Background: an optimization exercise with open tools, aiming at small area. Do not read the settings as production practice.
Function was checked by simulation only, so behaviour that the tests miss may differ from the original.

==> build 32 <==
==> flow/design.v <==
`timescale 1ns / 1ps
module circle(CLK, RESET, center_x, center_y, HSYNC, VSYNC, R, G, B);
	input		CLK, RESET;
	input	[10:0] center_x, center_y;
	output 	HSYNC, VSYNC;
	output	R, G, B;
	reg [2:0]	RGB_buff;
	wire 			visible;
	reg [10:0]	pixel_col, pixel_row;
	wire[10:0]	col, row;
	reg [19:0]	d2;
	reg			row_inc;
	reg			INSIDE;
	assign HSYNC = ~( (pixel_col >= 919) & (pixel_col < 1039) );
	assign VSYNC = ~( (pixel_row >= 659) & (pixel_row < 665) );
	assign visible = ( (pixel_col > 104) & (pixel_col < 904) & (pixel_row > 23) & (pixel_row < 623) );
	assign R = ( visible ) ? RGB_buff[2] : 0;
	assign G = ( visible ) ? RGB_buff[1] : 0;
	assign B = ( visible ) ? RGB_buff[0] : 0;
	assign col = ( pixel_col > center_x ) ? pixel_col - center_x : center_x - pixel_col;      
	assign row = ( pixel_row > center_y ) ? pixel_row - center_y : center_y - pixel_row;      
	always@( posedge CLK ) begin      
		if( RESET ) pixel_col <= 0;
		else if( pixel_col == 1039 ) pixel_col <= 0;
		else pixel_col <= pixel_col + 1;
	end
	always@( posedge CLK ) begin      
		if( RESET ) row_inc <= 0;
		else if( pixel_col == 1039 ) row_inc <= 1;
		else row_inc <= 0;
	end
	always@( posedge CLK ) begin      
		if( RESET ) pixel_row <= 0;
		else if ( pixel_row == 665 ) pixel_row <= 0; 
		else if( row_inc ) pixel_row <= pixel_row + 1;
		else pixel_row <= pixel_row;
	end
	always@( posedge CLK ) begin
		if( RESET ) RGB_buff <= 3'b000;
		else if( INSIDE ) RGB_buff <= 3'b100;
		else RGB_buff <= 3'b111;
	end
	always@( posedge CLK ) begin
		if((col*col + row*row) > 10000) INSIDE <= 0;
		else INSIDE <= 1;
	end
endmodule
==> flow/run.sh <==
#!/bin/bash
# synth_recipe.tcl (not shown) runs the flow's synth.tcl, then flattens the netlist and writes it again
# the make line also repeats each setting of config.mk as NAME=value (left out here)
make -C /OpenROAD-flow-scripts/flow DESIGN_CONFIG=/design/flow/config.mk WORK_HOME=/design/flow/orfs CLKGATE_MAP_FILE= SYNTH_SCRIPT=/design/flow/synth_recipe.tcl finish
==> flow/config.mk <==
export PLATFORM = sky130hd
export DESIGN_NAME = circle
export DESIGN_NICKNAME = circle
export VERILOG_FILES = /design/flow/design.v
export SDC_FILE = /design/flow/constraint.sdc
export NUM_CORES = 4
export LEC_CHECK = 0
export CAP_MARGIN = 20
export CORE_MARGIN = 2
export CORE_UTILIZATION = 40
export SLEW_MARGIN = 20
==> flow/constraint.sdc <==
create_clock -name core_clock -period 20.0 [get_ports {CLK}]
set_input_delay 4.0000 -clock core_clock [delete_from_list [all_inputs] [get_ports {CLK}]]
set_output_delay 4.0000 -clock core_clock [all_outputs]
set_load 0.01 [all_outputs]
==> inputs of trial 47, as changes to build 32 <==
==> flow/design.v (replaced) <==
module circle(CLK, RESET, center_x, center_y, HSYNC, VSYNC, R, G, B);
	input		CLK, RESET;
	input	[10:0] center_x, center_y;
	output 	HSYNC, VSYNC;
	output	R, G, B;
	reg [10:0]	pixel_col;
	reg [9:0]	pixel_row;
	reg			row_inc;
	reg			INSIDE;
	reg			GB;		 
	wire col_last = pixel_col[10] & (&pixel_col[3:0]);
	wire row_last = pixel_row[9] & pixel_row[7] & pixel_row[4] & pixel_row[3] & pixel_row[0];
	always @(posedge CLK) begin
		if (RESET | col_last) pixel_col <= 11'd0;
		else pixel_col <= pixel_col + 11'd1;
		row_inc <= ~RESET & col_last;
		if (RESET | row_last) pixel_row <= 10'd0;
		else if (row_inc) pixel_row <= pixel_row + 10'd1;
		INSIDE <= in_circle;
		GB <= ~INSIDE;
	end
	wire visible = (pixel_col > 11'd104) & (pixel_col < 11'd904) & (pixel_row > 10'd23) & (pixel_row < 10'd623);
	assign HSYNC = ~((pixel_col >= 11'd919) & ~col_last);
	assign VSYNC = ~((pixel_row >= 10'd659) & ~row_last);
	assign R = visible;
	assign G = visible & GB;
	assign B = visible & GB;
	wire [11:0] ax = {1'b0, pixel_col} - {1'b0, center_x};
	wire [11:0] ay = {2'b0, pixel_row} - {1'b0, center_y};
	wire sx = ax[11], sy = ay[11];
	wire x_near = (ax[10:7] == {4{sx}});
	wire y_near = (ay[10:7] == {4{sy}});
	wire [7:0] dx = {1'b0, ax[6:0] ^ {7{sx}}} + {7'd0, sx};
	reg [6:0] fx;
	always @(*) begin
		case (dx[6:0])
			7'd0: fx = 7'd100;
			7'd1: fx = 7'd99;
			7'd2: fx = 7'd99;
			7'd3: fx = 7'd99;
			7'd4: fx = 7'd99;
			7'd5: fx = 7'd99;
			7'd6: fx = 7'd99;
			7'd7: fx = 7'd99;
			7'd8: fx = 7'd99;
			7'd9: fx = 7'd99;
			7'd10: fx = 7'd99;
			7'd11: fx = 7'd99;
			7'd12: fx = 7'd99;
			7'd13: fx = 7'd99;
			7'd14: fx = 7'd99;
			7'd15: fx = 7'd98;
			7'd16: fx = 7'd98;
			7'd17: fx = 7'd98;
			7'd18: fx = 7'd98;
			7'd19: fx = 7'd98;
			7'd20: fx = 7'd97;
			7'd21: fx = 7'd97;
			7'd22: fx = 7'd97;
			7'd23: fx = 7'd97;
			7'd24: fx = 7'd97;
			7'd25: fx = 7'd96;
			7'd26: fx = 7'd96;
			7'd27: fx = 7'd96;
			7'd28: fx = 7'd96;
			7'd29: fx = 7'd95;
			7'd30: fx = 7'd95;
			7'd31: fx = 7'd95;
			7'd32: fx = 7'd94;
			7'd33: fx = 7'd94;
			7'd34: fx = 7'd94;
			7'd35: fx = 7'd93;
			7'd36: fx = 7'd93;
			7'd37: fx = 7'd92;
			7'd38: fx = 7'd92;
			7'd39: fx = 7'd92;
			7'd40: fx = 7'd91;
			7'd41: fx = 7'd91;
			7'd42: fx = 7'd90;
			7'd43: fx = 7'd90;
			7'd44: fx = 7'd89;
			7'd45: fx = 7'd89;
			7'd46: fx = 7'd88;
			7'd47: fx = 7'd88;
			7'd48: fx = 7'd87;
			7'd49: fx = 7'd87;
			7'd50: fx = 7'd86;
			7'd51: fx = 7'd86;
			7'd52: fx = 7'd85;
			7'd53: fx = 7'd84;
			7'd54: fx = 7'd84;
			7'd55: fx = 7'd83;
			7'd56: fx = 7'd82;
			7'd57: fx = 7'd82;
			7'd58: fx = 7'd81;
			7'd59: fx = 7'd80;
			7'd60: fx = 7'd80;
			7'd61: fx = 7'd79;
			7'd62: fx = 7'd78;
			7'd63: fx = 7'd77;
			7'd64: fx = 7'd76;
			7'd65: fx = 7'd75;
			7'd66: fx = 7'd75;
			7'd67: fx = 7'd74;
			7'd68: fx = 7'd73;
			7'd69: fx = 7'd72;
			7'd70: fx = 7'd71;
			7'd71: fx = 7'd70;
			7'd72: fx = 7'd69;
			7'd73: fx = 7'd68;
			7'd74: fx = 7'd67;
			7'd75: fx = 7'd66;
			7'd76: fx = 7'd64;
			7'd77: fx = 7'd63;
			7'd78: fx = 7'd62;
			7'd79: fx = 7'd61;
			7'd80: fx = 7'd60;
			7'd81: fx = 7'd58;
			7'd82: fx = 7'd57;
			7'd83: fx = 7'd55;
			7'd84: fx = 7'd54;
			7'd85: fx = 7'd52;
			7'd86: fx = 7'd51;
			7'd87: fx = 7'd49;
			7'd88: fx = 7'd47;
			7'd89: fx = 7'd45;
			7'd90: fx = 7'd43;
			7'd91: fx = 7'd41;
			7'd92: fx = 7'd39;
			7'd93: fx = 7'd36;
			7'd94: fx = 7'd34;
			7'd95: fx = 7'd31;
			7'd96: fx = 7'd28;
			7'd97: fx = 7'd24;
			7'd98: fx = 7'd19;
			7'd99: fx = 7'd14;
			7'd100: fx = 7'd0;
			7'd101: fx = 7'd0;
			7'd102: fx = 7'd0;
			7'd103: fx = 7'd0;
			7'd104: fx = 7'd0;
			7'd105: fx = 7'd0;
			7'd106: fx = 7'd0;
			7'd107: fx = 7'd0;
			7'd108: fx = 7'd0;
			7'd109: fx = 7'd0;
			7'd110: fx = 7'd0;
			7'd111: fx = 7'd0;
			7'd112: fx = 7'd0;
			7'd113: fx = 7'd0;
			7'd114: fx = 7'd0;
			7'd115: fx = 7'd0;
			7'd116: fx = 7'd0;
			7'd117: fx = 7'd0;
			7'd118: fx = 7'd0;
			7'd119: fx = 7'd0;
			7'd120: fx = 7'd0;
			7'd121: fx = 7'd0;
			7'd122: fx = 7'd0;
			7'd123: fx = 7'd0;
			7'd124: fx = 7'd0;
			7'd125: fx = 7'd0;
			7'd126: fx = 7'd0;
			7'd127: fx = 7'd0;
		endcase
	end
	wire [7:0] ty = {1'b0, fx} + {1'b0, ay[6:0] ^ {7{~sy}}} + {7'd0, ~sy};
	wire in_circle = x_near & ~dx[7] & (dx[6:0] <= 7'd100) & y_near & ty[7];
endmodule
CTS_BUF_LIST = sky130_fd_sc_hd__clkbuf_8   (was not set)
==> results by group <==
Worst setup path
  • Crit path top cell by count: ha_1

Logic synthesis
  • Post-synth top cells: nor2_1, nand2_1, ha_1, inv_1, a21oi_1
  • Complex-gate fraction of the synthesized area: 0.288
  • Post-synthesis mux area share: 0.0199
  • Top-count cell post-synth: nor2_1
  • Simple-Gate Fraction of Synth Area: 0.221

Outcome
  • Status: no timing/DRC/antenna violations

Global route
  • Gr usage total: 0.177
  • Grt met2 use: 0.300

Detailed routing
  • Routed WL: 8530 µm

Cells and area
  • Layout fillers: 871
  • Final Util: 0.459
  • Sequential cell area share: 0.120
  • Commonest non-fill, non-tap cell in the layout: nor2_1

Placed design
  • Placed Cells incl. Taps: 602

STA
  • Worst slew margin: 0.398

Floorplan
  • Core Footprint: 0.00872 mm²
(the above is from trial 47)
==> results by group <==
Outcome
  • Status: no timing/DRC/antenna violations

Worst setup path
  • Crit path top cell by count: fa_1

Logic synthesis
  • Post-synthesis mux area share: 0.00996
  • Post-synth top cells: inv_1, fa_1, ha_1
  • Complex-gate fraction of the synthesized area: 0.111
  • Simple-Gate Fraction of Synth Area: 0.163

Cells and area
  • Commonest non-fill, non-tap cell in the layout: inv_1
  • Final Util: 0.431
  • Layout fillers: 2617

Floorplan
  • Core Footprint: 0.0258 mm²

Global route
  • Gr usage total: 0.179
(the above is from build 32)

-- port drivers added, routing unchanged --
The results above use ideal ports. As a check the final layouts listed here were re-extracted and re-timed, cells and wires unchanged.
Step 1 (the two cells are an assumption about what drives the block):
set clk [get_ports {CLK}]
set_driving_cell -lib_cell sky130_fd_sc_hd__clkbuf_16 $clk
set_driving_cell -lib_cell sky130_fd_sc_hd__buf_2 [delete_from_list [all_inputs] $clk]
Step 2 also shifts input and output timing later by t, the mid clock arrival at the registers, as if the neighbouring blocks saw the same clock.
a / b / c = no drivers / after step 1 / after step 2; a / b = the first two.
run | t (ns) | setup WS [ns] | hold slack, ns
build 32 | 0.307 | 6.678 / 6.692 / 6.385 | 0.473 / 0.473 / 0.473
trial 47 | 0.293 | 10.324 / 10.328 / 10.035 | 0.386 / 0.386 / 0.386
After both steps every run listed still meets setup and hold. The setup slack of build 32, which loses most, moves by +0.014 ns with the drivers and by -0.293 ns with both steps.
